From an optimization exercise on the open Yosys and OpenROAD flow, aimed at small area; shortcuts taken in it are not production practice.
Only simulation tests tie the RTL to the original design; equivalence was not proved.
Power and IR drop assume default switching activity.

==> flow/design.v <==
`timescale 1ns / 1ps
module Snake(input up, input down, input left, input right, input reset, input clk,
output reg B, output reg R, output VS, output HS, output reg G, output [3:0] AN, output [6:0] seven,
input speed1, input speed2, input level1, input level2);
reg [9:0] hc_r, vc_r;    
wire [10:0] hc = {1'b0, hc_r};
wire [10:0] vc = {1'b0, vc_r};
reg blank, hs_r, vs_r;
assign HS = hs_r;
assign VS = vs_r;
wire h_end = (hc == 11'd800);
always @(posedge clk) begin
	if (reset) begin
		hc_r <= 10'd0; vc_r <= 10'd0; blank <= 1'b0; hs_r <= 1'b1; vs_r <= 1'b1;
	end else begin
		hc_r <= h_end ? 10'd0 : hc_r + 10'd1;
		if (h_end) vc_r <= (vc_r == 10'd525) ? 10'd0 : vc_r + 10'd1;
		blank <= ~(hc < 11'd640 && vc < 11'd480);
		hs_r <= ~(hc >= 11'd648 && hc < 11'd744);
		vs_r <= ~(vc >= 11'd482 && vc < 11'd484);
	end
end
wire vis = ~blank;
wire [8:0] hq = hc[10:2];
wire [1:0] hr = hc[1:0];
wire [8:0] vq = vc[10:2];
wire [1:0] vr = vc[1:0];
reg [18:0] slow_count;
reg slow_clk, slow_clk_d;
reg [1:0] level;
wire [18:0] slow_next = slow_count + 19'd1;
always @(posedge clk) begin
	if (reset) begin
		slow_count <= 19'd0; slow_clk <= 1'b0; slow_clk_d <= 1'b0;
	end else begin
		slow_count <= slow_next;
		case ({speed1,speed2})
		2'd0: slow_clk <= slow_next[18];
		2'd1: slow_clk <= slow_next[17];
		2'd2: slow_clk <= slow_next[16];
		default: slow_clk <= slow_next[15];
		endcase
		slow_clk_d <= slow_clk;
	end
	level <= {level1,level2};
end
wire move_en = slow_clk & ~slow_clk_d;
reg [3:0] d;           
reg [3:0] state, nstate;
reg lose;
always @(posedge clk) begin
	if (reset) begin
		d <= 4'd0; state <= 4'd0;
	end else if (lose) begin
		d <= 4'd0; state <= nstate;
	end else if (up & ~d[1]) begin
		d <= 4'b0001; state <= nstate;
	end else if (down & ~d[0]) begin
		d <= 4'b0010; state <= nstate;
	end else if (left & ~d[3]) begin
		d <= 4'b0100; state <= nstate;
	end else if (right & ~d[2]) begin
		d <= 4'b1000; state <= nstate;
	end
end
reg [8:0] px0, py0;
reg [7:0] sx [1:25];
reg [6:0] sy [1:25];
wire [8:0] hx = (px0 == 9'd160) ? 9'd0 : (px0 == 9'd507) ? 9'd160 : px0;
wire [8:0] hy = (py0 == 9'd115) ? 9'd0 : (py0 == 9'd507) ? 9'd115 : py0;
wire [7:0] hx_s = (hx >= 9'd160) ? 8'd160 : hx[7:0];
wire [6:0] hy_s = (hy >= 9'd120) ? 7'd120 : hy[6:0];
wire moving = |state;
wire shift = move_en & moving;
integer k;
always @(posedge clk) begin
	if (reset) begin
		px0 <= 9'd25; py0 <= 9'd25;
		sx[1] <= 8'd20; sy[1] <= 7'd25;
		sx[2] <= 8'd15; sy[2] <= 7'd25;
		sx[3] <= 8'd10; sy[3] <= 7'd25;
		sx[4] <= 8'd5;  sy[4] <= 7'd25;
		sx[5] <= 8'd0;  sy[5] <= 7'd25;
		sx[6] <= 8'd0;  sy[6] <= 7'd20;
		sx[7] <= 8'd0;  sy[7] <= 7'd15;
		sx[8] <= 8'd0;  sy[8] <= 7'd10;
		sx[9] <= 8'd0;  sy[9] <= 7'd5;
		for (k = 10; k <= 25; k = k + 1) begin
			sx[k] <= (k - 10) * 5; sy[k] <= 7'd0;
		end
		nstate <= 4'd0;
	end else if (move_en) begin
		px0 <= hx + (state[3] ? 9'd5 : state[2] ? -9'd5 : 9'd0);
		py0 <= hy + (state[1] ? 9'd5 : state[0] ? -9'd5 : 9'd0);
		if (moving) begin
			sx[1] <= hx_s; sy[1] <= hy_s;
			for (k = 2; k <= 25; k = k + 1) begin
				sx[k] <= sx[k-1]; sy[k] <= sy[k-1];
			end
		end
		nstate <= d;
	end
end
reg [4:0] sc_hi;
reg [1:0] sc_th;
reg [3:0] sc_hu, sc_te, sc_on;
wire sc_big = (sc_hi != 5'd0) | (sc_th != 2'd0) | (sc_hu != 4'd0);
function automatic sc_ge; input integer n;
	sc_ge = sc_big | (sc_te > n / 10) | ((sc_te == n / 10) & (sc_on >= n % 10));
endfunction
reg [25:1] segq;
reg [25:1] seg;
wire [5:0] hqh = hq[8:3], vqh = vq[8:3];
wire [5:0] hqh1 = hqh - 6'd1, vqh1 = vqh - 6'd1;
wire hqz = (hqh == 6'd0), vqz = (vqh == 6'd0);
wire [4:0] hp = hc[4:0], vp = vc[4:0];
function automatic segA; input [2:0] xl; input [4:0] p;
	case (xl)
	3'd0: segA = (p >= 5'd1) & (p <= 5'd19);
	3'd1: segA = (p >= 5'd5) & (p <= 5'd23);
	3'd2: segA = (p >= 5'd9) & (p <= 5'd27);
	3'd3: segA = (p >= 5'd13);
	3'd4: segA = (p >= 5'd17);
	3'd5: segA = (p >= 5'd21);
	3'd6: segA = (p >= 5'd25);
	default: segA = (p >= 5'd29);
	endcase
endfunction
function automatic segB; input [2:0] xl; input [4:0] p;
	case (xl)
	3'd4: segB = (p <= 5'd3);
	3'd5: segB = (p <= 5'd7);
	3'd6: segB = (p <= 5'd11);
	3'd7: segB = (p <= 5'd15);
	default: segB = 1'b0;
	endcase
endfunction
function automatic headA; input [2:0] xl; input [4:0] p;
	case (xl)
	3'd0: headA = (p <= 5'd20);
	3'd1: headA = (p >= 5'd4) & (p <= 5'd24);
	3'd2: headA = (p >= 5'd8) & (p <= 5'd28);
	3'd3: headA = (p >= 5'd12);
	3'd4: headA = (p >= 5'd16);
	3'd5: headA = (p >= 5'd20);
	3'd6: headA = (p >= 5'd24);
	default: headA = (p >= 5'd28);
	endcase
endfunction
function automatic headB; input [2:0] xl; input [4:0] p;
	case (xl)
	3'd3: headB = (p <= 5'd0);
	3'd4: headB = (p <= 5'd4);
	3'd5: headB = (p <= 5'd8);
	3'd6: headB = (p <= 5'd12);
	3'd7: headB = (p <= 5'd16);
	default: headB = 1'b0;
	endcase
endfunction
function automatic swinc; input [10:0] c; input [8:0] x;
	reg [5:0] qh, qh1;
	begin
		qh = c[10:5]; qh1 = qh - 6'd1;
		swinc = ((qh == x[8:3]) & segA(x[2:0], c[4:0])) | ((qh1 == x[8:3]) & (qh != 6'd0) & segB(x[2:0], c[4:0]));
	end
endfunction
function automatic swin;
	input [5:0] qh, qh1; input qz; input [4:0] p; input [8:0] x;
	swin = ((qh == x[8:3]) & segA(x[2:0], p)) | ((qh1 == x[8:3]) & ~qz & segB(x[2:0], p));
endfunction
function automatic hwin;
	input [5:0] qh, qh1; input qz; input [4:0] p; input [8:0] x;
	hwin = ((qh == x[8:3]) & headA(x[2:0], p)) | ((qh1 == x[8:3]) & ~qz & headB(x[2:0], p));
endfunction
wire [10:0] hc_n = h_end ? 11'd0 : hc + 11'd1;
wire [10:0] vc_n = (vc == 11'd525) ? 11'd0 : vc + 11'd1;
wire [8:0] cmpx = (hc_n[1:0] == 2'd1) ? hc_n[10:2] : hc_n[10:2] - 9'd5;
wire [8:0] cmpy = (vc_n[1:0] == 2'd1) ? vc_n[10:2] : vc_n[10:2] - 9'd5;
wire opx = (hc_n[1:0] == 2'd1), clx = (hc_n[1:0] == 2'd0);
wire opy = (vc_n[1:0] == 2'd1), cly = (vc_n[1:0] == 2'd0);
wire vwrap = (vc == 11'd525);
reg [25:1] nx, my;
reg [25:1] ex, ey, nx_s, my_s;
always @(*) begin
	for (k = 1; k <= 25; k = k + 1) begin
		ex[k] = ({1'b0, sx[k]} == cmpx);
		ey[k] = ({2'b0, sy[k]} == cmpy);
		nx_s[k] = ~h_end & ((ex[k] & opx) | (nx[k] & ~(ex[k] & clx)));
		my_s[k] = h_end ? (~vwrap & ((ey[k] & opy) | (my[k] & ~(ey[k] & cly)))) : my[k];
	end
end
always @(posedge clk) begin
	if (reset) begin
		nx <= 25'd0; my <= 25'd0;
	end else if (shift) begin
		nx <= {nx_s[24:1], swinc(hc_n, {1'b0, hx_s})};
		my <= {my_s[24:1], swinc(h_end ? vc_n : vc, {2'b0, hy_s})};
	end else begin
		nx <= nx_s; my <= my_s;
	end
end
always @(*) begin
	for (k = 1; k <= 25; k = k + 1) begin
		if (reset)
			seg[k] = 1'b0;
		else if (sc_ge(k))
			seg[k] = vis & nx[k] & my[k];
		else
			seg[k] = segq[k];
	end
end
wire snakehead = vis & hwin(hqh, hqh1, hqz, hp, px0) & hwin(vqh, vqh1, vqz, vp, py0);
reg [4:0] fi, fj, fci, fcj;
wire [10:0] fx0 = {fi, 4'b0} + {fi, 2'b0} + 11'd5;
wire [10:0] fy0 = {fj, 4'b0} + {fj, 2'b0} + 11'd5;
wire [10:0] fdx = hc - fx0;
wire [10:0] fdy = vc - fy0;
wire food = vis & (hc >= fx0) & (fdx <= 11'd10) & (vc >= fy0) & (fdy <= 11'd10);
reg [3:0] obst;
always @(*) begin
	case (level)
	2'd1: obst = {
		vis & (hc >= 1 & hc <= 639 & vc >= 1 & vc <= 19),
		vis & (hc >= 1 & hc <= 639 & vc >= 461 & vc <= 479),
		vis & (hc >= 1 & hc <= 19 & vc >= 1 & vc <= 479),
		vis & (hc >= 621 & hc <= 639 & vc >= 1 & vc <= 479)};
	2'd2: obst = {
		vis & (hc >= 221 & hc <= 419 & vc >= 61 & vc <= 79),
		vis & (hc >= 521 & hc <= 539 & vc >= 161 & vc <= 319),
		vis & (hc >= 221 & hc <= 419 & vc >= 401 & vc <= 419),
		vis & (hc >= 101 & hc <= 119 & vc >= 161 & vc <= 319)};
	2'd3: obst = {
		vis & (hc >= 161 & hc <= 479 & vc >= 81 & vc <= 99),
		vis & (hc >= 161 & hc <= 479 & vc >= 181 & vc <= 199),
		vis & (hc >= 161 & hc <= 479 & vc >= 281 & vc <= 299),
		vis & (hc >= 161 & hc <= 479 & vc >= 381 & vc <= 399)};
	default: obst = 4'd0;
	endcase
end
wire obstacle = |obst;
wire [10:0] h = hc, v = vc;
wire letters = vis & (
	(h >=210 & h <= 220 & v >= 180 & v <= 280) |
	(h >=210 & h <= 240 & v >= 270 & v <= 280) |
	(h >=250 & h <= 280 & v >= 180 & v <= 190) |
	(h >=270 & h <= 280 & v >= 180 & v <= 280) |
	(h >=250 & h <= 280 & v >= 270 & v <= 280) |
	(h >=250 & h <= 260 & v >= 180 & v <= 280) |
	(h >=290 & h <= 320 & v >= 180 & v <= 190) |
	(h >=290 & h <= 300 & v >= 180 & v <= 230) |
	(h >=290 & h <= 320 & v >= 225 & v <= 235) |
	(h >=310 & h <= 320 & v >= 230 & v <= 280) |
	(h >=290 & h <= 320 & v >= 270 & v <= 280) |
	(h >=330 & h <= 360 & v >= 180 & v <= 190) |
	(h >=330 & h <= 340 & v >= 180 & v <= 280) |
	(h >=330 & h <= 360 & v >= 225 & v <= 235) |
	(h >=330 & h <= 360 & v >= 270 & v <= 280) |
	(h >=370 & h <= 425 & v >= 180 & v <= 190) |
	(h >=415 & h <= 425 & v >= 180 & v <= 230) |
	(h >=370 & h <= 425 & v >= 225 & v <= 235) |
	(h >=370 & h <= 380 & v >= 180 & v <= 280) |
	(h >=380 & h <= 390 & v >= 235 & v <= 245) |
	(h >=390 & h <= 400 & v >= 245 & v <= 255) |
	(h >=400 & h <= 410 & v >= 255 & v <= 265) |
	(h >=410 & h <= 420 & v >= 265 & v <= 275) |
	(h >=415 & h <= 425 & v >= 270 & v <= 280));
wire show_letters = ~reset & lose & letters;
wire hit = snakehead & (obstacle | (|seg[25:2]));
wire eat = snakehead & food;
wire relocate = eat | (food & (obstacle | (|seg)));
wire [4:0] fci_n = (fci == 5'd29) ? 5'd0 : fci + 5'd1;
wire [4:0] fcj_n = (fcj == 5'd20) ? 5'd0 : fcj + 5'd1;
always @(posedge clk) begin
	segq <= seg;
	lose <= (~reset & lose) | hit;
	if (reset) begin
		sc_hi <= 5'd0; sc_th <= 2'd0; sc_hu <= 4'd0; sc_te <= 4'd0; sc_on <= {3'd0, eat};
	end else if (eat) begin
		if (sc_th == 2'd2 && sc_hu == 4'd0 && sc_te == 4'd4 && sc_on == 4'd7) begin
			sc_hi <= sc_hi + 5'd1; sc_th <= 2'd0; sc_hu <= 4'd0; sc_te <= 4'd0; sc_on <= 4'd0;
		end else if (sc_on != 4'd9) begin
			sc_on <= sc_on + 4'd1;
		end else begin
			sc_on <= 4'd0;
			if (sc_te != 4'd9) sc_te <= sc_te + 4'd1;
			else begin
				sc_te <= 4'd0;
				if (sc_hu != 4'd9) sc_hu <= sc_hu + 4'd1;
				else begin sc_hu <= 4'd0; sc_th <= sc_th + 2'd1; end
			end
		end
	end
	if (reset) begin
		fci <= 5'd20; fcj <= 5'd20; fi <= 5'd20; fj <= 5'd20;
	end else begin
		if (~lose) begin
			fci <= fci_n; fcj <= fcj_n;
		end
		if (relocate) begin
			fi <= lose ? fci : fci_n;
			fj <= lose ? fcj : fcj_n;
		end
	end
	B <= food;
	G <= snakehead | (|seg);
	R <= obstacle | show_letters;
end
reg [1:0] dcount;
reg an_on;             
reg [3:0] smallbin;
assign AN = an_on ? ~(4'b0001 << (dcount - 2'd1)) : 4'b0000;
wire tick = (slow_count[15:0] == 16'd50001);
always @(posedge clk) begin
	if (reset) begin
		dcount <= 2'd0; an_on <= 1'b0; smallbin <= 4'd0;
	end else if (tick) begin
		case (dcount)
		2'd0: smallbin <= sc_on;
		2'd1: smallbin <= sc_te;
		2'd2: smallbin <= sc_hu;
		default: smallbin <= {2'b00, sc_th};
		endcase
		an_on <= 1'b1;
		dcount <= dcount + 2'd1;
	end
end
reg [6:0] seg7;
assign seven = seg7;
always @(*)
	case (smallbin)
	4'h0: seg7 = 7'b1000000;
	4'h1: seg7 = 7'b1111001;
	4'h2: seg7 = 7'b0100100;
	4'h3: seg7 = 7'b0110000;
	4'h4: seg7 = 7'b0011001;
	4'h5: seg7 = 7'b0010010;
	4'h6: seg7 = 7'b0000010;
	4'h7: seg7 = 7'b1111000;
	4'h8: seg7 = 7'b0000000;
	4'h9: seg7 = 7'b0010000;
	4'ha: seg7 = 7'b0001000;
	4'hb: seg7 = 7'b0000011;
	4'hc: seg7 = 7'b1000110;
	4'hd: seg7 = 7'b0100001;
	4'he: seg7 = 7'b0000110;
	default: seg7 = 7'b0001110;
	endcase
endmodule
==> flow/flow/run.sh <==
#!/bin/bash
# Layout flow: the standard synthesis; then the combinational logic between the
# registers is re-mapped with area-oriented ABC scripts (the registers, their names
# and cell types stay as the standard synthesis made them) and the smallest result is
# kept; then the standard layout, with a clock tree built from fewer, larger clusters.
# Each tool's output goes to a log file of its own in the work folder.
set -euo pipefail
WORK=$(pwd)
R=$WORK/orfs/results/$FLOW_PLATFORM/Snake/base
LIB=$FLOW_HOME/platforms/$FLOW_PLATFORM/lib/sky130_fd_sc_hd__tt_025C_1v80.lib

bash standard.sh synth > $WORK/flow_synth.log 2>&1
cp $R/1_2_yosys.v $WORK/standard_1_2_yosys.v

best=""; best_area=""
pids=()
for s in $WORK/flow/*.abc; do
  n=$(basename $s .abc)
  sed -e "s#@LIB@#$LIB#g" -e "s#@IN@#$WORK/standard_1_2_yosys.v#g" -e "s#@OUT@#$WORK/reopt_$n.v#g" \
      -e "s#@ABC@#$s#g" $WORK/flow/reopt.ys > $WORK/reopt_$n.ys
  ( timeout 1200 yosys -s $WORK/reopt_$n.ys > $WORK/flow_reopt_$n.log 2>&1 || true ) &
  pids+=($!)
done
for p in "${pids[@]}"; do wait $p || true; done
for s in $WORK/flow/*.abc; do
  n=$(basename $s .abc)
  f=$WORK/reopt_$n.v.after.stat
  [[ -s $WORK/reopt_$n.v && -f $f ]] || continue
  a=$(grep "Chip area for top module" $f | awk '{print $NF}')
  echo "$n $a" >> $WORK/reopt_areas.txt
  if [[ -z "$best_area" ]] || awk "BEGIN{exit !($a < $best_area)}"; then best=$n; best_area=$a; fi
done
echo "chosen: $best $best_area" >> $WORK/reopt_areas.txt
if [[ -n "$best" ]]; then
  cp $WORK/reopt_$best.v $R/1_2_yosys.v
  rm -f $R/1_synth.odb $R/1_synth.sdc
fi

if [[ -f $WORK/flow/cts_args.txt ]]; then
  export CTS_ARGS="$(cat $WORK/flow/cts_args.txt)"
fi
bash standard.sh finish > $WORK/flow_finish.log 2>&1
==> flow/flow/cts_args.txt <==
-sink_clustering_enable -repair_clock_nets -dont_use_dummy_load -buf_list sky130_fd_sc_hd__clkbuf_8 -sink_clustering_size 20 -sink_clustering_max_diameter 50
==> flow/flow/k.abc <==
strash; ifraig; scorr; dc2; strash; balance; rewrite; refactor; balance; rewrite; rewrite -z; balance; refactor -z; rewrite -z; balance; dch -f; amap; topo
==> flow/flow/reopt.ys <==
read_liberty -ignore_miss_func @LIB@
read_verilog @IN@
hierarchy -top Snake
setattr -mod -set keep_hierarchy 1 sky130_fd_sc_hd__dfxtp_1 sky130_fd_sc_hd__dfrtp_1 sky130_fd_sc_hd__dfstp_1 sky130_fd_sc_hd__edfxtp_1 sky130_fd_sc_hd__dfxbp_1
tee -o @OUT@.before.stat stat -liberty @LIB@
flatten
opt_clean
abc -liberty @LIB@ -dont_use sky130_fd_sc_hd__lpflow_bleeder_1 -dont_use sky130_fd_sc_hd__lpflow_clkbufkapwr_1 -dont_use sky130_fd_sc_hd__lpflow_clkbufkapwr_16 -dont_use sky130_fd_sc_hd__lpflow_clkbufkapwr_2 -dont_use sky130_fd_sc_hd__lpflow_clkbufkapwr_4 -dont_use sky130_fd_sc_hd__lpflow_clkbufkapwr_8 -dont_use sky130_fd_sc_hd__lpflow_clkinvkapwr_1 -dont_use sky130_fd_sc_hd__lpflow_clkinvkapwr_16 -dont_use sky130_fd_sc_hd__lpflow_clkinvkapwr_2 -dont_use sky130_fd_sc_hd__lpflow_clkinvkapwr_4 -dont_use sky130_fd_sc_hd__lpflow_clkinvkapwr_8 -dont_use sky130_fd_sc_hd__lpflow_decapkapwr_12 -dont_use sky130_fd_sc_hd__lpflow_decapkapwr_3 -dont_use sky130_fd_sc_hd__lpflow_decapkapwr_4 -dont_use sky130_fd_sc_hd__lpflow_decapkapwr_6 -dont_use sky130_fd_sc_hd__lpflow_decapkapwr_8 -dont_use sky130_fd_sc_hd__lpflow_inputiso0n_1 -dont_use sky130_fd_sc_hd__lpflow_inputiso0p_1 -dont_use sky130_fd_sc_hd__lpflow_inputiso1n_1 -dont_use sky130_fd_sc_hd__lpflow_inputiso1p_1 -dont_use sky130_fd_sc_hd__lpflow_inputisolatch_1 -dont_use sky130_fd_sc_hd__lpflow_isobufsrc_1 -dont_use sky130_fd_sc_hd__lpflow_isobufsrc_16 -dont_use sky130_fd_sc_hd__lpflow_isobufsrc_2 -dont_use sky130_fd_sc_hd__lpflow_isobufsrc_4 -dont_use sky130_fd_sc_hd__lpflow_isobufsrc_8 -dont_use sky130_fd_sc_hd__lpflow_isobufsrckapwr_16 -dont_use sky130_fd_sc_hd__lpflow_lsbuf_lh_hl_isowell_tap_1 -dont_use sky130_fd_sc_hd__lpflow_lsbuf_lh_hl_isowell_tap_2 -dont_use sky130_fd_sc_hd__lpflow_lsbuf_lh_hl_isowell_tap_4 -dont_use sky130_fd_sc_hd__lpflow_lsbuf_lh_isowell_4 -dont_use sky130_fd_sc_hd__lpflow_lsbuf_lh_isowell_tap_1 -dont_use sky130_fd_sc_hd__lpflow_lsbuf_lh_isowell_tap_2 -dont_use sky130_fd_sc_hd__lpflow_lsbuf_lh_isowell_tap_4 -dont_use sky130_fd_sc_hd__probe_p_8 -dont_use sky130_fd_sc_hd__probec_p_8  -script @ABC@
opt_clean -purge
setundef -zero
hilomap -singleton -hicell sky130_fd_sc_hd__conb_1 HI -locell sky130_fd_sc_hd__conb_1 LO
insbuf -buf sky130_fd_sc_hd__buf_4 A X
splitnets
opt_clean -purge
tee -o @OUT@.after.stat stat -liberty @LIB@
select Snake
write_verilog -noattr -nohex -nodec -selected @OUT@
==> flow/standard.sh <==
#!/bin/bash
# synth_recipe.tcl (not shown) runs the flow's synth.tcl, then flattens the netlist and writes it again
# the make line also repeats each setting of config.mk as NAME=value (left out here)
make -C /OpenROAD-flow-scripts/flow DESIGN_CONFIG=/design/flow/config.mk WORK_HOME=/design/flow/orfs CLKGATE_MAP_FILE= SYNTH_SCRIPT=/design/flow/synth_recipe.tcl "${@:-finish}"
==> flow/config.mk <==
export PLATFORM = sky130hd
export DESIGN_NAME = Snake
export DESIGN_NICKNAME = Snake
export VERILOG_FILES = /design/flow/design.v
export SDC_FILE = /design/flow/constraint.sdc
export NUM_CORES = 4
export LEC_CHECK = 0
export ABC_AREA = 1
export CAP_MARGIN = 20
export CORE_MARGIN = 2
export CORE_UTILIZATION = 60
export SLEW_MARGIN = 20
==> flow/constraint.sdc <==
create_clock -name core_clock -period 12.0 [get_ports {clk}]
set_input_delay 2.4000 -clock core_clock [delete_from_list [all_inputs] [get_ports {clk}]]
set_output_delay 2.4000 -clock core_clock [all_outputs]
set_load 0.01 [all_outputs]
==> results.cfg, run 1 <==
[grt]
grt_pass1_wl_mm = 132.4
gr-total-overflow = 0
grt_pass1_vias = 25430
grt_use_met2_pct = 58.37
track_usage_pct = 34.20
grt_max_degree = 202
busiest_layer = met2
use_met3_pct = 4.646
grt_antenna_before_repair = 0
met1_usage_pct = 44.11

[finish]
final_cell_mix = dfxtp_1, clkinv_1, o22ai_1, nor2_1, o21ai_0
regArea_sq_mm = 0.01168
antenna_cells = 0
area_growth_pct = 7.823
final_common_cell = dfxtp_1
nNetsFinal = 3529
drive_above_1_share_pct = 3.185
multi_input_area_sq_mm = 0.01341
final_area_sq_mm = 0.02915
fill_cells = 3745

[route]
drc = 0
first_pass_iters = 7
viasPerCell = 6.697
ant_nets = 0
vias = 27520
wl_mm = 82.21
drt_iter0_markers = 3159
avgRoutedWirePerCell_um = 20.01

[clocking]
cts_tree = built
hold_buffers = 0
worstSkewPairLatency_ps = 710
cts.clk_slew.worst_paths_ps = 110
post_cts_buffers = 0
cts_root_buffer = clkbuf_8
cts.sinks = 583
numCtsBuffers = 48
postCtsResizedCells = 0
clock_path_buffers = 3
cts_max_level = 2

[critical_path]
worstSetupPathType = reg -> reg
crit_fanout = 27
rr_worst_depth = 24
worst_ep_arrival_time_ps = 7290
startpoint_type = flip-flop
endpoint_kind = flip-flop
crit_required_ps = 12520

[min_path]
hold_class = reg -> reg
hold_path_depth = 2

[pwr]
p_leak_uw = 0.009255
power_frac_comb_pct = 9.7
p_int_uw = 2406
ir_drop_mv = 0.1350
power_density_mw_per_mm2 = 112.4
p_switching_uw = 868.9
p_seq_share_pct = 60.4
switching_share_pct = 26.53
power_frac_clock_pct = 29.9

[logic_synthesis]
avgSynthCellArea_sq_um = 7.946
syn_nets = 3412
syn_area_sq_mm = 0.02703
ys_warn_count = 3
synth_cells = 3402

[sta]
skew_ps = 111.0
relSlewSlack_pct = 26.35
setup_viol = 0
rsz0062_at_grt = no
final.setup.tns_ps = 0
worst_slew_pin_slew_ps = 1105
max_freq_ghz = 0.1477
final.min_clock_period_ps = 6770
period_share_pct = 56.42
hold_violations = 0
slew_viol_final = 0

[placement]
port_buffers = 25
dpl_cell_area_sq_mm = 0.02846
dpl.hpwl_mm = 57.09
routabilityCongestion = 0.9851

[floorplanning]
num_rows = 77
dieHeight_um = 216.3
io_pins = 26
dieArea_sq_mm = 0.04677
core-area_sq_mm = 0.04432
initial_utilization_pct = 60.99
die_w_um = 216.3

[flow_run]
cap_violations = 0

[status]
outcome = finished clean
[sequential cells by signal (all words and copies together) (netlist names), 5 cells and up]
register    count
sx            200
sy            175
my             25
nx             25
segq           25
slow_count     19
hc_r           10
vc_r           10
px0             9
py0             9
seven           7
fci             5
fcj             5
fi              5
fj              5
sc_hi           5
[area by class of cell]
class	instances	share of cell area, %
timing repair buffer	67	2.056
clock buffer	48	2.267
multi-input combinational	2271	46.00
inverter	548	7.058
tap	592	2.541
sequential	583	40.08
[worst paths after layout]
| path | from | to | slack (ps) |
|---|---|---|---|
| setup / recovery | hc_r[3] | nx[1] | 5230 |
| hold / removal | sx[1][6] | sx[2][6] | 420 |
| setup reg to reg | hc_r[3] | nx[1] | 5230 |
| hold reg to reg | sx[1][6] | sx[2][6] | 420 |
[power by group through the flow]
stage                     registers (uW)  logic (uW)  clock network [uW]
after floorplan                     2020         204                   0
after global placement              2020         300                   0
after detailed placement            2020         307                   0
after CTS                           1980         309                 995
after global routing                1980         346                1060
final                               1980         318                 981
[critical path, stage by stage (launching register included)]
cell	delay [ps]
dfxtp_1	650
clkinv_1	370
nor2_1	310
clkinv_1	200
nor2_1	220
clkinv_1	110
nor2_1	180
clkinv_1	140
nor2_1	190
clkinv_1	120
nor2_1	130
clkinv_1	90
o21ai_0	260
nand2_1	230
nor2_1	340
nand2_1	210
a21oi_4	630
clkinv_1	870
a2111oi_0	610
o211ai_1	180
o21ai_0	180
o21ai_0	110
nand2_1	130
o21ai_0	70
nor2b_1	140
[per-stage QoR]
step | util (%) | power, uW | hold slack, ps | setup slack, ps | std cells
floorplan | - | 2220 | 398.4 | 1343 | 3402
global placement | 64.22 | 2319 | 421.4 | 5213 | 4060
detailed placement | 64.22 | 2328 | 432.6 | 5026 | 4060
CTS | 65.71 | 3280 | 440.9 | 5006 | 4108
global route | 65.77 | 3386 | 433.5 | 4438 | 4109
finish | 65.77 | 3275 | 421.4 | 5230 | 4109
[metal layers]
metal,up-vias,routed length [um]
li1,13190,-
met1,12900,33900
met5,-,0
met2,1210,39240
met4,0,3147
met3,220,5927
==> inputs of run 2 (changes only) <==
--- a/flow/flow/run.sh
+++ b/flow/flow/run.sh
@@ -41,2 +41,3 @@
 fi
+export BUFFER_PORTS_ARGS="-buffer_cell sky130_fd_sc_hd__buf_1"
 bash standard.sh finish > $WORK/flow_finish.log 2>&1
==> flow/flow/cts_args.txt (replaced) <==
-sink_clustering_enable -repair_clock_nets -dont_use_dummy_load -buf_list sky130_fd_sc_hd__clkbuf_8 -sink_clustering_size 18 -sink_clustering_max_diameter 50
==> run 2 against run 1 <==
Still clean on timing, DRC and antenna. Register-to-register slack worse by 110 ps. Worst setup slack worse by 110 ps. Global-route usage hardly changed. Sequential share of layout area is 0.19 points higher. Combinational power hardly changed. Synthesized cell count stayed put. Sequential power hardly changed. Clock power is 2% higher. Critical endpoint unchanged.
==> results.cfg, run 2 <==
[status]
outcome = finished clean

[logic_synthesis]
ys_warn_count = 3
avgSynthCellArea_sq_um = 7.946
syn_nets = 3412
syn_area_sq_mm = 0.02703
synth_cells = 3402

[finish]
final_common_cell = dfxtp_1
drive_above_1_share_pct = 3.267
top_regs = sx x200, sy x175
regArea_sq_mm = 0.01168
largest_register_ffs = 200
final_cell_mix = dfxtp_1, clkinv_1, o22ai_1, nor2_1, o21ai_0
fill_cells = 3870
antenna_cells = 0
nNetsFinal = 3532
top_register = sx
area_growth_pct = 7.323
multi_input_area_sq_mm = 0.01341

[route]
drc = 0
viasPerCell = 6.675
first_pass_iters = 6
vias = 27450
avgRoutedWirePerCell_um = 19.90
ant_nets = 0
drt_iter0_markers = 3095
wl_mm = 81.83

[sta]
skew_ps = 119.9
slew_viol_final = 0
worst_slew_pin_slew_ps = 1226
max_freq_ghz = 0.1453
final.setup.tns_ps = 0
setup_viol = 0
final.min_clock_period_ps = 6883
relSlewSlack_pct = 18.28
setup_ws_ps = 5117
period_share_pct = 57.36
hold_violations = 0
rsz0062_at_grt = no

[min_path]
hold_class = reg -> reg

[pwr]
power_frac_comb_pct = 9.6
switching_share_pct = 26.55
p_switching_uw = 873.7
power_density_mw_per_mm2 = 113.5
power_frac_clock_pct = 30.4
ir_drop_mv = 0.1080
p_leak_uw = 0.009204
p_seq_share_pct = 60.1
p_int_uw = 2418

[clocking]
clock_path_buffers = 3
cts_max_level = 2
postCtsResizedCells = 0
post_cts_buffers = 0
worstSkewPairLatency_ps = 710
cts_tree = built
cts.clk_slew.worst_paths_ps = 110
cts_root_buffer = clkbuf_8
numCtsBuffers = 50
hold_buffers = 0
cts.sinks = 583

[grt]
grt_pass1_wl_mm = 132.3
gr-total-overflow = 0
grt_antenna_before_repair = 0
track_usage_pct = 34.17
grt_max_degree = 247
grt_pass1_vias = 26210

[floorplanning]
die_w_um = 216.3
dieArea_sq_mm = 0.04677
dieHeight_um = 216.3
initial_utilization_pct = 60.99
core-area_sq_mm = 0.04432
num_rows = 77
io_pins = 26

[critical_path]
endpoint_kind = flip-flop
worstSetupPathType = reg -> reg
crit_path_max_incr_delay_ps = 860
path_common_cell = clkinv_1
cp_slowest_cell = clkinv_1
crit_family = simple AND/OR/NAND/NOR gates
startpoint_type = flip-flop
crit_chain = clkinv_1 -> nor2_1 -> clkinv_1 -> nor2_1 -> clkinv_1 -> nor2_1 -> clkinv_1 -> nor2_1 -> clkinv_1 -> nor2_1 -> clkinv_1 -> o21ai_0 -> nand2_1 -> nor2_1 -> nand2_1 -> a21oi_4 -> clkinv_1 -> a2111oi_0 -> o211ai_1 -> o21ai_0 -> o21ai_0 -> nand2_1 -> o21ai_0 -> nor2b_1
crit_fanout = 27
crit_required_ps = 12550
worst_ep_arrival_time_ps = 7430
cp_num_buf_inv = 7

[placement]
port_buffers = 25
routabilityCongestion = 0.9700
pre_cts_ws_ps = 4904
dpl.hpwl_mm = 57.22

[flow_run]
cap_violations = 0
## run 2: tightest hold or removal path: stages, from the launching register on
cell and delay, ps:
dfxtp_1 330, clkinv_1 60, o22ai_1 60
## run 2: per-stage QoR
stage	utilization, %	instances	hold slack [ps]	cell area [sq um]	power (uW)
global route	65.46	4112	452.6	29010	3399
floorplan	-	3402	398.4	27030	2220
detailed placement	63.88	4062	428.4	28310	2327
global placement	63.88	4062	422.3	28310	2318
CTS	65.43	4112	425.0	29000	3296
finish	65.46	4112	422.4	29010	3291
## run 2: final timing paths
path / from / to / slack [ps] / cells past startpoint
worst min-delay path: sy[4][5] / sy[5][5] / 420 / 2
worst max register to register: hc_r[3] / nx[1] / 5120 / 24
worst max-delay path: hc_r[3] / nx[1] / 5120 / 24
worst min register to register: sy[4][5] / sy[5][5] / 420 / 2
## run 2: area by class of cell
| cell class | instances | area share, % |
|---|---|---|
| clock buffer | 50 | 2.372 |
| tap | 592 | 2.553 |
| inverter | 548 | 7.090 |
| sequential | 583 | 40.27 |
| multi-input combinational | 2271 | 46.21 |
| timing repair buffer | 68 | 1.505 |
## run 2: power by group through the flow
| stage | sequential [uW] | clock, uW | combinational [uW] |
|---|---|---|---|
| after detailed placement | 2020 | 0 | 306 |
| after CTS | 1980 | 1010 | 307 |
| final | 1980 | 999 | 316 |
| after floorplan | 2020 | 0 | 204 |
| after global placement | 2020 | 0 | 299 |
| after global routing | 1980 | 1080 | 344 |
## run 2: routing by layer
metal,wire [um],up-vias,track usage (%)
met3,5472,224,4.884
met2,39240,1143,58.80
met1,33780,12880,42.84
li1,-,13200,-
met5,0,-,0
met4,3333,0,14.52
==> inputs of run 3 (changes only) <==
--- a/flow/config.mk
+++ b/flow/config.mk
@@ -10,3 +10,3 @@
 export CORE_MARGIN = 2
-export CORE_UTILIZATION = 60
+export CORE_UTILIZATION = 75
 export SLEW_MARGIN = 20
==> run 3 against run 2 <==
Clock power decreased by 3.3%. Sequential share of layout area increased by 0.25 points. Design area decreased by 0.62%. Count of clock-buffer cells in the layout decreased by 3. Via count increased by 3.7%. Flip-flop and latch count unchanged. Cell count decreased by 3.3%. Global-route usage increased by 6.6 points. Sequential power about the same. Worst hold slack improved by 21 ps. Core utilization increased by 16 points. Largest cell class unchanged.
==> results.cfg, run 3 <==
[status]
outcome = finished clean

[finish]
fill_cells = 2377
top_regs = sx x200, sy x175
largest_register_ffs = 200
drive_above_1_share_pct = 3.158
nNetsFinal = 3527
top_register = sx
final_common_cell = dfxtp_1
final_area_sq_mm = 0.02883
area_growth_pct = 6.656
fin_cells = 3976
final_cell_mix = dfxtp_1, clkinv_1, o22ai_1, nor2_1, o21ai_0
antenna_cells = 0

[sta]
relSlewSlack_pct = 28.69
final.setup.tns_ps = 0
rsz0062_at_grt = no
hold_violations = 0
slew_viol_final = 0
setup_viol = 0
worst_slew_pin_slew_ps = 1070
whs_ps = 442.9
period_share_pct = 55.84
skew_ps = 83.11
setup_ws_ps = 5300
max_freq_ghz = 0.1492
final.min_clock_period_ps = 6700

[placement]
routabilityCongestion = 1.061
dpl_cell_area_sq_mm = 0.02812
dpl.hpwl_mm = 54.81
port_buffers = 25
post-place-cells = 3927
pre_cts_ws_ps = 5501

[route]
vias = 28450
drc = 0
wl_mm = 80.38
ant_nets = 0
viasPerCell = 7.156
avgRoutedWirePerCell_um = 20.22
first_pass_iters = 10
drt_iter0_markers = 3753

[critical_path]
crit_path_max_incr_delay_ps = 790
cp_slowest_cell = dfxtp_1
cp_num_buf_inv = 7
startpoint_type = flip-flop
crit_chain = clkinv_1 -> nor2_1 -> nand2_1 -> nor3_2 -> buf_4 -> clkinv_1 -> buf_4 -> o211ai_1 -> nand2_1 -> clkinv_1 -> nand2_1 -> nor2_1 -> nand2_1 -> a21oi_2 -> buf_4 -> clkinv_1 -> a2111oi_0 -> o211ai_1 -> o21ai_0 -> o21ai_0 -> nand2_1 -> o21ai_0 -> nor2b_1
endpoint_kind = flip-flop
worst_ep_arrival_time_ps = 7250
worstSetupPathType = reg -> reg
path_common_cell = nand2_1
crit_required_ps = 12550
crit_fanout = 35
crit_family = buffers and inverters

[grt]
grt_max_degree = 270
grt_pass1_wl_mm = 129.7
grt_pass1_vias = 26800
gr-total-overflow = 0
track_usage_pct = 40.78
grt_antenna_before_repair = 0

[flow_run]
cap_violations = 0

[clocking]
cts_tree = built
cts.clk_slew.worst_paths_ps = 100
cts_max_level = 2
post_cts_buffers = 0
numCtsBuffers = 47
clock_path_buffers = 3
hold_buffers = 0
postCtsResizedCells = 0
worstSkewPairLatency_ps = 690
cts_root_buffer = clkbuf_8
cts.sinks = 583

[logic_synthesis]
synth_cells = 3402
avgSynthCellArea_sq_um = 7.946
ys_warn_count = 3
syn_area_sq_mm = 0.02703
syn_nets = 3412

[pwr]
power_density_mw_per_mm2 = 113.2
p_leak_uw = 0.009188
ir_drop_mv = 0.1524

[floorplanning]
dieHeight_um = 193.8
core-area_sq_mm = 0.03557
initial_utilization_pct = 76.00
io_pins = 26
die_w_um = 193.8
num_rows = 69
dieArea_sq_mm = 0.03758

[min_path]
hold_class = reg -> reg
[run 3: cell types whose count changed in the layout (fill, tap and decap cells not counted)]
cell / change
buf_4: -5
clkbuf_8: -3
buf_16: +2
a21oi_2: +1
a21oi_4: -1
buf_6: +1
o21ai_1: -1
o21ai_2: +1
[run 3: power breakdown]
group          switching [uW]  internal, uW  total, uW
combinational             230          90.2        320
clock                     616           350        966
sequential               19.6          1960       1980
[run 3: layer usage]
layer  vias to the layer above  routed length [um]  global-route usage [%]  share of wire [%]
li1                      13150                   -                       -                  -
met1                     13190               30760                   50.95                 38
met2                      1758               37940                   68.41                 47
met3                       355                7667                   6.262                9.5
met4                         0                4015                   21.44                5.0
met5                         -                   0                       0                  0
[run 3: cell type report]
cell class	count	area [sq um]	share of cell area (%)
multi-input combinational	2271	13400	46.49
sequential	583	11680	40.52
inverter	548	2057	7.135
clock buffer	47	646.9	2.244
tap	461	576.8	2.001
timing repair buffer	66	465.4	1.614
[run 3: tightest hold or removal path: cells and delay by family, from the launching register on]
| family | cells | cell delay [ps] |
|---|---|---|
| buffers and inverters | 1 | 60 |
| DFF | 1 | 310 |
| and+or+nand+nor | 1 | 40 |
[run 3: worst paths after layout]
check | from | endpoint | slack (ps) | cells after the start
hold reg to reg | slow_clk | slow_clk_d | 440 | 2
setup reg to reg | hc_r[5] | nx[1] | 5300 | 23
setup / recovery | hc_r[5] | nx[1] | 5300 | 23
hold / removal | slow_clk | slow_clk_d | 440 | 2
[run 3: through the flow]
| step | power (uW) | util (%) |
|---|---|---|
| after floorplan | 2220 | - |
| after global placement | 2308 | 79.06 |
| after detailed placement | 2322 | 79.06 |
| after CTS | 3242 | 80.88 |
| after global routing | 3348 | 81.05 |
| final | 3264 | 81.05 |
==> inputs of run 4 (changes only) <==
==> flow/flow/cts_args.txt (replaced) <==
-sink_clustering_enable -repair_clock_nets -dont_use_dummy_load -buf_list sky130_fd_sc_hd__clkbuf_4 -sink_clustering_size 10 -sink_clustering_max_diameter 40
--- a/flow/config.mk
+++ b/flow/config.mk
@@ -10,3 +10,3 @@
 export CORE_MARGIN = 2
-export CORE_UTILIZATION = 75
+export CORE_UTILIZATION = 60
 export SLEW_MARGIN = 20
==> run 4 against run 3 <==
Maximum frequency decreased by 2.1%. Critical path depth rose by 1. Global-route usage fell by 6.4 points. Critical endpoint unchanged. Flip-flop and latch count unchanged. Area after synthesis did not move. Cell count rose by 4.3%. Via count decreased by 3.1%. Synthesized cell count is the same. First-iteration DRC count shrank 19%. Clock power decreased by 1%. Routed wire length increased by 1.8%. Sequential share of layout area is 0.16 points lower.
==> results.cfg, run 4 <==
[finish]
area_growth_pct = 7.091
top_register = sx
fill_cells = 3879
top_regs = sx x200, sy x175
final_common_cell = dfxtp_1
fin_cells = 4146
largest_register_ffs = 200
nNetsFinal = 3565
final_util_pct = 65.32
final_cell_mix = dfxtp_1, clkinv_1, o22ai_1, nor2_1, o21ai_0
drive_above_1_share_pct = 4.165
final_area_sq_mm = 0.02895

[min_path]
min_from = slow_clk
hold_class = reg -> reg

[clocking]
cts_max_level = 3
numCtsBuffers = 83
cts_root_buffer = clkbuf_4
post_cts_buffers = 0
clock_path_buffers = 3
postCtsResizedCells = 0
cts.clk_slew.worst_paths_ps = 80
cts.sinks = 583
cts_tree = built
hold_buffers = 0
worstSkewPairLatency_ps = 860

[critical_path]
cp_num_buf_inv = 7
crit_path_max_incr_delay_ps = 870
path_common_cell = clkinv_1
cp_slowest_cell = clkinv_1
worst_ep_arrival_time_ps = 7530
crit_required_ps = 12690
crit_chain = clkinv_1 -> nor2_1 -> clkinv_1 -> nor2_1 -> clkinv_1 -> nor2_1 -> clkinv_1 -> nor2_1 -> clkinv_1 -> nor2_1 -> clkinv_1 -> o21ai_0 -> nand2_1 -> nor2_1 -> nand2_1 -> a21oi_4 -> clkinv_1 -> a2111oi_0 -> o211ai_1 -> o21ai_0 -> o21ai_0 -> nand2_1 -> o21ai_0 -> nor2b_1
crit_family = simple AND/OR/NAND/NOR gates
endpoint_kind = flip-flop
startpoint_type = flip-flop
r2r-start = hc_r[3]
crit_fanout = 27
critPathLaunch = hc_r[3]
worstSetupPathType = reg -> reg

[pwr]
ir_drop_mv = 0.1079
power_density_mw_per_mm2 = 112.1
total_power_uw = 3244
p_leak_uw = 0.009226

[floorplanning]
num_rows = 77
io_pins = 26
dieArea_sq_mm = 0.04677
core-area_sq_mm = 0.04432
die_w_um = 216.3
dieHeight_um = 216.3
initial_utilization_pct = 60.99

[sta]
worst_slew_pin_slew_ps = 1140
relSlewSlack_pct = 24.00
final.setup.tns_ps = 0
rsz0062_at_grt = no
hold_violations = 0
slew_viol_final = 0
skew_ps = 122.0
setup_viol = 0
max_freq_ghz = 0.1462
final.min_clock_period_ps = 6842
period_share_pct = 57.02

[logic_synthesis]
syn_area_sq_mm = 0.02703
avgSynthCellArea_sq_um = 7.946
syn_nets = 3412
ys_warn_count = 3
synth_cells = 3402

[route]
vias = 27580
avgRoutedWirePerCell_um = 19.74
viasPerCell = 6.652
drc = 0
drt_iter0_markers = 3030
first_pass_iters = 6
ant_nets = 0
wl_mm = 81.84

[placement]
port_buffers = 25
post-place-cells = 4062
dpl_cell_area_sq_mm = 0.02831
routabilityCongestion = 0.9700
dpl.hpwl_mm = 57.22

[grt]
grt_max_degree = 247
grt_antenna_before_repair = 1
grt_pass1_wl_mm = 132.9
grt_pass1_vias = 26340
track_usage_pct = 34.35
gr-total-overflow = 0

[status]
outcome = finished clean

[flow_run]
cap_violations = 0
## run 4: metrics by stage
| stage | setup slack (ps) | hold WS [ps] |
|---|---|---|
| after global routing | 4384 | 460.2 |
| after floorplan | 1343 | 398.4 |
| after CTS | 4878 | 439.5 |
| final | 5158 | 438.6 |
| after global placement | 5189 | 422.3 |
| after detailed placement | 4904 | 428.4 |
## run 4: metal layers
layer | GRT usage [%] | part of all wire [%] | wire (um)
met2 | 58.30 | 47 | 38790
met1 | 42.98 | 42 | 34000
met4 | 15.96 | 4.5 | 3719
met5 | 0 | 0 | 0
met3 | 5.263 | 6.5 | 5328
## run 4: path summary, 6_finish.rpt
path	cells after the start	slack, ps	to
hold / removal	2	440	slow_clk_d
setup reg to reg	24	5160	nx[1]
setup / recovery	24	5160	nx[1]
hold reg to reg	2	440	slow_clk_d
## run 4: report_power, final
group / internal, uW / switching (uW) / leakage, uW
combinational: 88.9 / 227 / 0.00413
clock: 317 / 636 / 0.000382
sequential: 1960 / 18.6 / 0.00471
## run 4: worst register-to-register path, delay by kind of cell, from the launching register on
kind | cells | cell delay [ps]
buffers and inverters | 7 | 1930
and+or+nand+nor | 10 | 2090
AOI/OAI and AO/OA | 7 | 2060
DFF | 1 | 650
## run 4: cell type report
type / count / area, sq um / share of cell area, %
Multi-Input combinational cell: 2271 / 13410 / 46.31
Timing Repair Buffer: 68 / 436.7 / 1.508
Inverter: 548 / 2057 / 7.106
Antenna cell: 1 / 2.502 / 0.008645
Tap cell: 592 / 740.7 / 2.559
Sequential cell: 583 / 11680 / 40.35
Clock buffer: 83 / 623.1 / 2.152
==> inputs of run 5 (changes only) <==
--- a/flow/config.mk
+++ b/flow/config.mk
@@ -8,5 +8,5 @@
 export ABC_AREA = 1
-export CAP_MARGIN = 20
+export CAP_MARGIN = 0
 export CORE_MARGIN = 2
 export CORE_UTILIZATION = 60
-export SLEW_MARGIN = 20
+export SLEW_MARGIN = 0
==> run 5 against run 4 <==
Die area unchanged. Count of clock-buffer cells in the layout unchanged. Global-route usage unchanged. Non-clock buffer count unchanged. Critical endpoint unchanged. Largest cell class unchanged.
==> results.cfg, run 5 <==
[grt]
grt_pass1_vias = 26340
grt_antenna_before_repair = 1
grt_max_degree = 247
grt_pass1_wl_mm = 132.9
gr-total-overflow = 0
track_usage_pct = 34.35

[clocking]
hold_buffers = 0
cts.clk_slew.worst_paths_ps = 80
cts_max_level = 3
clock_path_buffers = 3
numCtsBuffers = 83
cts_tree = built
worstSkewPairLatency_ps = 880
postCtsResizedCells = 0
cts.sinks = 583
post_cts_buffers = 0
cts_root_buffer = clkbuf_4

[sta]
relSlewSlack_pct = 21.30
rsz0062_at_grt = no
final.setup.tns_ps = 0
max_freq_ghz = 0.1363
period_share_pct = 61.16
whs_ps = 438.6
setup_ws_ps = 4661
skew_ps = 123.9
slew_viol_final = 0
final.min_clock_period_ps = 7339
worst_slew_pin_slew_ps = 1180
setup_viol = 0
hold_violations = 0

[finish]
largest_register_ffs = 200
final_common_cell = dfxtp_1
nNetsFinal = 3565
drive_above_1_share_pct = 4.165
top_regs = sx x200, sy x175
fill_cells = 3879
area_growth_pct = 7.068
final_cell_mix = dfxtp_1, clkinv_1, o22ai_1, nor2_1, o21ai_0
top_register = sx

[route]
wl_met1_mm = 34.00
drc = 0
wl_met3_mm = 5.307
ant_nets = 0
wl_met2_mm = 38.91
route.top_layer_used = met4
viasPerCell = 6.677
avgRoutedWirePerCell_um = 19.75
first_pass_iters = 7
wl_mm = 81.92
vias = 27700
drt_iter0_markers = 2977

[floorplanning]
io_pins = 26
num_rows = 77
dieHeight_um = 216.3
die_w_um = 216.3
dieArea_sq_mm = 0.04677
initial_utilization_pct = 60.99
core-area_sq_mm = 0.04432

[flow_run]
cap_violations = 0

[logic_synthesis]
synth_cells = 3402
avgSynthCellArea_sq_um = 7.946
syn_area_sq_mm = 0.02703
ys_warn_count = 3
syn_nets = 3412

[placement]
port_buffers = 25
dpl.hpwl_mm = 57.22
routabilityCongestion = 0.9700
pre_cts_ws_ps = 4904

[critical_path]
crit_chain = clkinv_1 -> nor2_1 -> clkinv_1 -> nor2_1 -> clkinv_1 -> nor2_1 -> clkinv_1 -> nor2_1 -> clkinv_1 -> nor2_1 -> clkinv_1 -> o21ai_0 -> nand2_1 -> nor2_1 -> nand2_1 -> a21oi_2 -> clkinv_1 -> a2111oi_0 -> o211ai_1 -> o21ai_0 -> o21ai_0 -> nand2_1 -> o21ai_0 -> nor2b_1
crit_path_max_incr_delay_ps = 1050
cp_slowest_cell = clkinv_1
crit_fanout = 27
worstSetupPathType = reg -> reg
endpoint_kind = flip-flop
worst_ep_arrival_time_ps = 8040
crit_required_ps = 12700
path_common_cell = clkinv_1
startpoint_type = flip-flop

[pwr]
power_density_mw_per_mm2 = 112.2
p_leak_uw = 0.009223
ir_drop_mv = 0.1079

[min_path]
hold_class = reg -> reg

[status]
outcome = finished clean
## run 5: worst max-delay path: cells and delay by family (launching register included)
kind,cells,cell delay [ps]
and+or+nand+nor,10,2100
DFF,1,650
AOI/OAI and AO/OA,7,2340
buffers and inverters,7,2130
## run 5: worst paths after layout
path	from	endpoint	slack, ps	cells past startpoint
setup / recovery	hc_r[3]	nx[1]	4660	24
hold reg to reg	slow_clk	slow_clk_d	440	2
hold / removal	slow_clk	slow_clk_d	440	2
setup reg to reg	hc_r[3]	nx[1]	4660	24
## run 5: per-layer routing
| layer | global-route usage [%] | vias up |
|---|---|---|
| met3 | 5.263 | 256 |
| met4 | 15.96 | 0 |
| met5 | 0 | - |
| li1 | - | 13290 |
| met2 | 58.30 | 1167 |
| met1 | 42.98 | 12980 |
## run 5: cell type report
class	count	area [sq um]	area share, %
multi-input combinational	2271	13400	46.30
sequential	583	11680	40.36
inverter	548	2057	7.107
tap	592	740.7	2.559
clock buffer	83	623.1	2.153
timing repair buffer	68	432.9	1.496
antenna	3	7.507	0.02594
## run 5: per-stage QoR
step / power (uW) / cell area (sq um) / instances / utilization, %
2_1_floorplan: 2220 / 27030 / 3402 / -
3_3_place_gp: 2318 / 28310 / 4062 / 63.88
3_5_place_dp: 2327 / 28310 / 4062 / 63.88
4_1_cts: 3250 / 28930 / 4145 / 65.29
5_1_grt: 3367 / 28940 / 4146 / 65.29
6_report: 3246 / 28940 / 4148 / 65.30
## run 5: power by group
group	internal, uW	switching (uW)	total, uW
clock	317	637	954
combinational	88.7	227	316
sequential	1960	18.6	1980
==> inputs of run 6 (changes only) <==
==> flow/flow/cts_args.txt (replaced) <==
-sink_clustering_enable -repair_clock_nets -dont_use_dummy_load -buf_list sky130_fd_sc_hd__clkbuf_8 -sink_clustering_size 24 -sink_clustering_max_diameter 45
--- a/flow/config.mk
+++ b/flow/config.mk
@@ -8,5 +8,5 @@
 export ABC_AREA = 1
-export CAP_MARGIN = 0
+export CAP_MARGIN = 20
 export CORE_MARGIN = 2
 export CORE_UTILIZATION = 60
-export SLEW_MARGIN = 0
+export SLEW_MARGIN = 20
==> run 6 against run 5 <==
Total power grew 3.8%. Global-route usage fell by 0.19 points. Worst hold slack worse by 64 ps. Design area increased by 0.67%. Critical path depth unchanged. Combinational power barely moved. Clock skew increased by 3.2 ps. Still clean on timing, DRC and antenna. Core utilization grew 0.43 points. Die area unchanged. Sequential power about the same.
==> results.cfg, run 6 <==
[route]
drt_iter0_markers = 2940
drc = 0
viasPerCell = 6.677
vias = 27520
ant_nets = 0
first_pass_iters = 9
wl_mm = 81.83
avgRoutedWirePerCell_um = 19.86

[clocking]
clock_path_buffers = 3
worstSkewPairLatency_ps = 730
postCtsResizedCells = 0
numCtsBuffers = 59
cts.sinks = 583
cts_max_level = 2
cts.clk_slew.worst_paths_ps = 110
post_cts_buffers = 0
hold_buffers = 0
cts_root_buffer = clkbuf_8
cts_tree = built

[critical_path]
worstSetupPathType = reg -> reg
crit_fanout = 27
path_common_cell = clkinv_1
cp_num_buf_inv = 7
startpoint_type = flip-flop
worst_ep_arrival_time_ps = 7380
crit_chain = clkinv_1 -> nor2_1 -> clkinv_1 -> nor2_1 -> clkinv_1 -> nor2_1 -> clkinv_1 -> nor2_1 -> clkinv_1 -> nor2_1 -> clkinv_1 -> o21ai_0 -> nand2_1 -> nor2_1 -> nand2_1 -> a21oi_4 -> clkinv_1 -> a2111oi_0 -> o211ai_1 -> o21ai_0 -> o21ai_0 -> nand2_1 -> o21ai_0 -> nor2b_1
crit_required_ps = 12530
cp_slowest_cell = clkinv_1
crit_path_max_incr_delay_ps = 860
crit_family = simple AND/OR/NAND/NOR gates
endpoint_kind = flip-flop

[finish]
final_util_pct = 65.74
fill_cells = 3827
final_common_cell = dfxtp_1
drive_above_1_share_pct = 3.514
fin_cells = 4121
area_growth_pct = 7.781
largest_register_ffs = 200
antenna_cells = 0
final_cell_mix = dfxtp_1, clkinv_1, o22ai_1, nor2_1, o21ai_0
top_regs = sx x200, sy x175
top_register = sx
nNetsFinal = 3541

[flow_run]
cap_violations = 0

[logic_synthesis]
synth_cells = 3402
avgSynthCellArea_sq_um = 7.946
syn_nets = 3412
syn_area_sq_mm = 0.02703
ys_warn_count = 3

[pwr]
power_density_mw_per_mm2 = 115.7
power_frac_clock_pct = 31.9
p_switching_uw = 890.3
p_leak_uw = 0.009268
switching_share_pct = 26.41
power_frac_comb_pct = 9.4
p_seq_share_pct = 58.7
ir_drop_mv = 0.1251
p_int_uw = 2480
total_power_uw = 3371

[floorplanning]
num_rows = 77
core-area_sq_mm = 0.04432
dieHeight_um = 216.3
initial_utilization_pct = 60.99
io_pins = 26
die_w_um = 216.3
dieArea_sq_mm = 0.04677

[grt]
track_usage_pct = 34.16
gr-total-overflow = 0
grt_max_degree = 247
grt_pass1_wl_mm = 132.5
grt_pass1_vias = 26210
grt_antenna_before_repair = 0

[sta]
skew_ps = 127.1
period_share_pct = 57.14
final.setup.tns_ps = 0
slew_viol_final = 0
rsz0062_at_grt = no
relSlewSlack_pct = 19.92
max_freq_ghz = 0.1459
worst_slew_pin_slew_ps = 1201
setup_ws_ps = 5144
final.min_clock_period_ps = 6856
setup_viol = 0
hold_violations = 0

[placement]
dpl.hpwl_mm = 57.22
post-place-cells = 4062
pre_cts_ws_ps = 4904
routabilityCongestion = 0.9700
port_buffers = 25

[status]
outcome = finished clean

[min_path]
hold_class = reg -> reg
-- run 6: routing by layer --
layer	track usage (%)	wire length [um]	up-vias
met4	16.26	3671	0
met3	4.604	5282	260
met2	58.12	38880	1103
met1	42.87	33990	12940
met5	0	0	-
li1	-	-	13210
-- run 6: area by class of cell --
type,count,area (sq um),area share (%)
Tap cell,592,740.7,2.542
Clock buffer,59,812.0,2.787
Multi-Input combinational cell,2271,13410,46.02
Timing Repair Buffer,68,436.7,1.499
Sequential cell,583,11680,40.09
Inverter,548,2057,7.060
-- run 6: worst paths after layout --
check,startpoint,to,slack [ps],depth (start not counted)
worst min-delay path,sy[4][5],sy[5][5],370,2
worst max register to register,hc_r[3],nx[1],5140,24
worst min register to register,sy[4][5],sy[5][5],370,2
worst max-delay path,hc_r[3],nx[1],5140,24
-- run 6: per-stage QoR --
stage | area, sq um | hold slack (ps)
finish | 29130 | 374.5
global route | 29130 | 386.8
CTS | 29120 | 370.7
detailed placement | 28310 | 428.4
global placement | 28310 | 422.3
floorplan | 27030 | 398.4
-- run 6: power groups by stage --
stage | logic [uW] | registers, uW | clock network, uW
6_report | 318 | 1980 | 1080
5_1_grt | 345 | 1980 | 1150
4_1_cts | 308 | 1980 | 1090
3_5_place_dp | 306 | 2020 | 0
3_3_place_gp | 299 | 2020 | 0
2_1_floorplan | 204 | 2020 | 0
-- run 6: worst register-to-register path, delay by kind of cell, from the launching register on --
family	cells	cell delay, ps
DFF	1	630
AOI/OAI and AO/OA	7	2080
buffers and inverters	7	1930
and+or+nand+nor	10	2110
==> inputs of run 7 (changes only) <==
--- a/flow/flow/run.sh
+++ b/flow/flow/run.sh
@@ -41,3 +41,2 @@
 fi
-export BUFFER_PORTS_ARGS="-buffer_cell sky130_fd_sc_hd__buf_1"
 bash standard.sh finish > $WORK/flow_finish.log 2>&1
==> flow/flow/cts_args.txt (replaced) <==
-sink_clustering_enable -repair_clock_nets -dont_use_dummy_load -buf_list sky130_fd_sc_hd__clkbuf_8 -sink_clustering_size 18 -sink_clustering_max_diameter 50
==> flow/flow/d1.abc (new file) <==
strash; ifraig; scorr; dc2; balance; rewrite; refactor; balance; rewrite; rewrite -z; balance; refactor -z; rewrite -z; balance; &get -n; &deepsyn -T 100 -S 1; &put; dch -f; amap; topo
==> flow/flow/d2.abc (new file) <==
strash; ifraig; scorr; dc2; balance; rewrite; refactor; balance; rewrite; rewrite -z; balance; refactor -z; rewrite -z; balance; &get -n; &deepsyn -T 100 -S 2; &put; dch -f; amap; topo
==> flow/flow/d3.abc (new file) <==
strash; &get -n; &deepsyn -T 100 -S 3; &put; dch -f; amap; topo
==> run 7 against run 6 <==
Still clean on timing, DRC and antenna. Worst setup slack improved by 770 ps. Global-route usage is 0.34 points lower. Total power decreased by 7.1%. Clock power is 8% lower. Sequential share of layout area grew 2.4 points. Clock skew down 46 ps. Design area down 5.5%. Core utilization shrank 0.14 points. Cell count fell by 8.1%. Sequential power hardly changed. Via count down 7.6%. Critical endpoint is now sc_hu[3]. Largest cell class unchanged.
==> results.cfg, run 7 <==
[clocking]
hold_buffers = 0
numCtsBuffers = 49
cts_root_buffer = clkbuf_8
cts.clk_slew.worst_paths_ps = 110
postCtsResizedCells = 0
clock_path_buffers = 3
post_cts_buffers = 0
cts_max_level = 2
cts_tree = built
worstSkewPairLatency_ps = 700
cts.sinks = 583

[pwr]
ir_drop_mv = 0.09898
p_leak_uw = 0.008722
power_density_mw_per_mm2 = 113.8

[min_path]
hold_class = reg -> reg
min_from = nstate[1]

[placement]
port_buffers = 25
routabilityCongestion = 0.9704
dpl.hpwl_mm = 53.08

[sta]
max_freq_ghz = 0.1644
rsz0062_at_grt = no
skew_ps = 81.59
relSlewSlack_pct = 28.02
hold_violations = 0
period_share_pct = 50.69
final.setup.tns_ps = 0
slew_viol_final = 0
worst_slew_pin_slew_ps = 1080
setup_viol = 0
final.min_clock_period_ps = 6082

[logic_synthesis]
synth_cells = 3139
syn_nets = 3149
ys_warn_count = 3
avgSynthCellArea_sq_um = 8.138
syn_area_sq_mm = 0.02555

[finish]
regArea_sq_mm = 0.01168
antenna_cells = 0
drive_above_1_share_pct = 2.985
fill_cells = 3764
largest_register_ffs = 200
top_regs = sx x200, sy x175
area_growth_pct = 7.719
nNetsFinal = 3262
final_common_cell = dfxtp_1
final_util_pct = 65.60
multi_input_area_sq_mm = 0.01194
final_cell_mix = dfxtp_1, clkinv_1, o22ai_1, nor2_1, o21ai_0
top_register = sx

[route]
ant_nets = 0
drc = 0
viasPerCell = 6.710
avgRoutedWirePerCell_um = 20.29
wl_mm = 76.88
vias = 25430
first_pass_iters = 7
drt_iter0_markers = 2912

[critical_path]
critPathLaunch = hc_r[1]
r2r_slack_ps = 5920
cp_slowest_cell = clkinv_1
r2r-start = hc_r[1]
endpoint_kind = flip-flop
crit_fanout = 27
crit_family = simple AND/OR/NAND/NOR gates
crit_path_max_incr_delay_ps = 720
path_common_cell = nor2_1
crit_chain = nor2_1 -> clkinv_1 -> nor3_1 -> a22oi_1 -> a2111oi_0 -> o21ai_0 -> o41ai_1 -> o2111ai_1 -> nand4bb_1 -> nor2_1 -> nand2_1 -> nor2_1 -> nand2_1 -> nor2_1 -> and2_0 -> nand2_1 -> nor2_1 -> clkinv_1 -> o21ai_0 -> a21oi_1
worst_ep_arrival_time_ps = 6650
startpoint_type = flip-flop
crit_required_ps = 12570
cp_num_buf_inv = 2
worstSetupPathType = reg -> reg

[grt]
grt_max_degree = 220
grt_pass1_wl_mm = 121.7
gr-total-overflow = 0
grt_antenna_before_repair = 1
track_usage_pct = 33.81
grt_pass1_vias = 22960

[floorplanning]
die_w_um = 210.3
core-area_sq_mm = 0.04195
dieHeight_um = 210.3
io_pins = 26
initial_utilization_pct = 60.90
num_rows = 75
dieArea_sq_mm = 0.04424

[flow_run]
cap_violations = 0

[status]
outcome = finished clean
-- run 7: area by class of cell --
class                           count  area share, %
Multi-Input combinational cell   2028          43.39
Sequential cell                   583          42.45
Inverter                          528          7.202
Clock buffer                       49          2.451
Tap cell                          539          2.451
Timing Repair Buffer               62          2.060
-- run 7: report_power, final --
group          total [uW]  switching, uW  internal (uW)
clock network         994            630            364
logic                 177            128           48.7
registers            1960           10.9           1950
total                3130            769           2360
-- run 7: worst register-to-register path, delay by kind of cell, from the launching register on --
family / cells / cell delay, ps
simple gates: 11 / 2990
compound gates: 7 / 1740
buf+inv: 2 / 820
flops: 1 / 400
-- run 7: metal layers --
layer	up-vias	global-route usage (%)	share of wire (%)
met5	-	0	0
met2	1109	51.20	44
met3	155	6.600	8.9
met4	0	8.926	2.3
met1	11990	49.35	45
li1	12170	-	-
-- run 7: path summary, 6_finish.rpt --
check | to | depth (start not counted)
min | state[1] | 2
max | sc_hu[3] | 20
max reg2reg | sc_hu[3] | 20
min reg2reg | state[1] | 2
-- run 7: stage by stage --
stage	power (uW)	cells	instance area [sq um]	setup WS, ps	hold slack, ps
global placement	2170	3739	26810	6405	424.7
floorplan	2109	3139	25550	2932	413.8
global route	3227	3789	27520	5341	452.0
detailed placement	2175	3739	26810	6057	453.0
finish	3131	3789	27520	5918	431.5
CTS	3138	3788	27490	6013	422.4

-- re-timing with driven ports --
How much do the figures lean on ideal ports? The routed layouts below were timed once more, with nothing changed but the port constraints. Step 1 (the two cells are an assumption about what drives the block):
set clk [get_ports {clk}]
set_driving_cell -lib_cell sky130_fd_sc_hd__clkbuf_16 $clk
set_driving_cell -lib_cell sky130_fd_sc_hd__buf_2 [delete_from_list [all_inputs] $clk]
Step 2, shift: input delay + t, output delay - t, t = (earliest + latest rising clock arrival at the registers) / 2. This alone moves slack from input paths to output paths. a / b / c = no drivers / after step 1 / after step 2; a / b = the first two.
| run | shift t [ns] | setup WS [ns] | worst data-port slew with drivers (ns) |
|---|---|---|---|
| run 1 | 0.715 | 5.230 / 5.230 / 5.230 | 0.03 |
| run 2 | 0.710 | 5.117 / 5.117 / 5.117 | 0.03 |
| run 3 | 0.693 | 5.300 / 5.300 / 5.300 | 0.04 |
| run 4 | 0.848 | 5.158 / 5.158 / 5.158 | 0.03 |
| run 5 | 0.866 | 4.661 / 4.661 / 4.661 | 0.03 |
| run 6 | 0.724 | 5.144 / 5.144 / 5.144 | 0.03 |
| run 7 | 0.711 | 5.918 / 5.918 / 5.918 | 0.03 |
After both steps every run listed still meets setup and hold.
